From an optimization exercise on the open Yosys and OpenROAD flow, aimed at small area, a short achievable clock period and few clock cycles per item; shortcuts taken in it are not production practice. Function was checked by simulation only, so behaviour that the tests miss may differ from the original.

## run 1
## circ
module circ(clk,rst,buttonRight,buttonCenter,buttonLeft,inputMultiplier,inputMultiplicand,segments,anode_active,doneFlag);
    input wire clk;
    input wire rst;
    input wire buttonRight;
    input wire buttonCenter;
    input wire buttonLeft;
    input wire [7:0] inputMultiplier;
    input wire [7:0] inputMultiplicand;
    output reg [6:0] segments;
    output wire [3:0] anode_active;
    output wire doneFlag;
    wire sa = inputMultiplier[7];
    wire sb = inputMultiplicand[7];
    wire [6:0] a = inputMultiplier[6:0] ^ {7{sa}};
    wire [6:0] b = inputMultiplicand[6:0] ^ {7{sb}};
    wire minus = (sa & ~sb & |inputMultiplicand[6:0]) | (sb & ~sa & |inputMultiplier[6:0]);
    wire [6:0] alpha = a + {6'd0, sa};
    wire [6:0] beta = b + {6'd0, sb};
    wire fa = sa & ~|inputMultiplier[6:0];
    wire fb = sb & ~|inputMultiplicand[6:0];
    wire [48:0] pp;
    genvar gi, gj;
    generate for (gi = 0; gi < 7; gi = gi + 1) begin : g_pp
        for (gj = 0; gj < 7; gj = gj + 1) begin : g_ppj
            assign pp[gi*7+gj] = alpha[gi] & beta[gj];
        end
    end endgenerate
    wire t1 = pp[6] ^ pp[12];
    wire t2 = pp[6] & pp[12];
    wire t3 = pp[13] ^ pp[19];
    wire t4 = pp[13] & pp[19];
    wire t5 = pp[4] ^ pp[10];
    wire t6 = pp[4] & pp[10];
    wire t7 = pp[5] ^ pp[11] ^ pp[17];
    wire t8 = (pp[5] & pp[11]) | (pp[5] & pp[17]) | (pp[11] & pp[17]);
    wire t9 = pp[23] ^ pp[29];
    wire t10 = pp[23] & pp[29];
    wire t11 = pp[18] ^ pp[24] ^ pp[30];
    wire t12 = (pp[18] & pp[24]) | (pp[18] & pp[30]) | (pp[24] & pp[30]);
    wire t13 = pp[36] ^ pp[42] ^ t1;
    wire t14 = (pp[36] & pp[42]) | (pp[36] & t1) | (pp[42] & t1);
    wire t15 = pp[25] ^ pp[31] ^ pp[37];
    wire t16 = (pp[25] & pp[31]) | (pp[25] & pp[37]) | (pp[31] & pp[37]);
    wire t17 = pp[43] ^ t3 ^ t2;
    wire t18 = (pp[43] & t3) | (pp[43] & t2) | (t3 & t2);
    wire t19 = pp[20] ^ pp[26] ^ pp[32];
    wire t20 = (pp[20] & pp[26]) | (pp[20] & pp[32]) | (pp[26] & pp[32]);
    wire t21 = pp[38] ^ pp[44] ^ t4;
    wire t22 = (pp[38] & pp[44]) | (pp[38] & t4) | (pp[44] & t4);
  ...
Size in the first run: roughly 760 cells after synthesis, roughly 33 I/O pins, ~4400 µm² of cells after synthesis.
export LEC_CHECK = 0
export ABC_AREA = 1
export CAP_MARGIN = 20
export CORE_MARGIN = 2
export CORE_UTILIZATION = 78
export SLEW_MARGIN = 20
create_clock -name core_clock -period 14.0 [get_ports {clk}]
standard.sh (not shown) runs the stock make flow with config.mk's settings and CLKGATE_MAP_FILE= SYNTH_SCRIPT=/design/flow/synth_recipe.tcl, a recipe that flattens the netlist after the stock synthesis.
==> flow/flow/run.sh <==
#!/bin/bash
# Standard layout with three changes: stronger port buffers, full adders left
# to ABC instead of fixed adder cells, and an ABC mapping script with a real
# delay target (the ORFS area script has none).
set -euo pipefail
cp -r "$FLOW_HOME/scripts" scripts_abc
cat > scripts_abc/abc_area.script <<'EOS'
strash
dc2
dch
map -D 4000
topo
stime -c
buffer -c
upsize -c -D 4000
dnsize -c -D 4000
EOS
export SCRIPTS_DIR="$PWD/scripts_abc"
export ADDER_MAP_FILE=
export BUFFER_PORTS_ARGS="-buffer_cell sky130_fd_sc_hd__buf_2"
bash standard.sh > standard_flow.log 2>&1
Testbench counts of run 1, summed over its fixed seeds: cycles 8,000, items 8,000.
Input-level comparison between run 2 and run 1:
# run 1
export LEC_CHECK = 0
export ABC_AREA = 1
export CAP_MARGIN = 20
export CORE_MARGIN = 2
export CORE_UTILIZATION = 78
export SLEW_MARGIN = 20
create_clock -name core_clock -period 14.0 [get_ports {clk}]
# run 2
export LEC_CHECK = 0
export ABC_AREA = 1
export CAP_MARGIN = 20
export CORE_MARGIN = 2
export CORE_UTILIZATION = 70
export SLEW_MARGIN = 20
create_clock -name core_clock -period 14.0 [get_ports {clk}]
### Flow results
Between run 1 and run 2, the flow reports die area increasing by more than 10%.
Diff run 1 -> run 2: number of vias per cell after detailed routing now sits lower, filler cell count in the final layout now sits higher.

[re-timing with driven ports]
How much do the figures lean on ideal ports? The routed layouts below were timed once more, with nothing changed but the port constraints.
Step 1: set_driving_cell puts a clkbuf_16 on clk and a buf_2 on each other input, an assumption about the parent block.
Step 2, shift: input delay + t, output delay - t, t = (earliest + latest rising clock arrival at the registers) / 2. This alone moves slack from input paths to output paths.
a / b / c = no drivers / after step 1 / after step 2; a / b = the first two.
| run | t, ns | setup WS [ns] | worst data-port slew with drivers (ns) |
|---|---|---|---|
| run 1 | 0.285 | 5.906 / 5.877 / 6.162 | 0.03 |
| run 2 | 0.288 | 5.897 / 5.869 / 6.158 | 0.03 |
After both steps setup and hold are still met in every run listed.
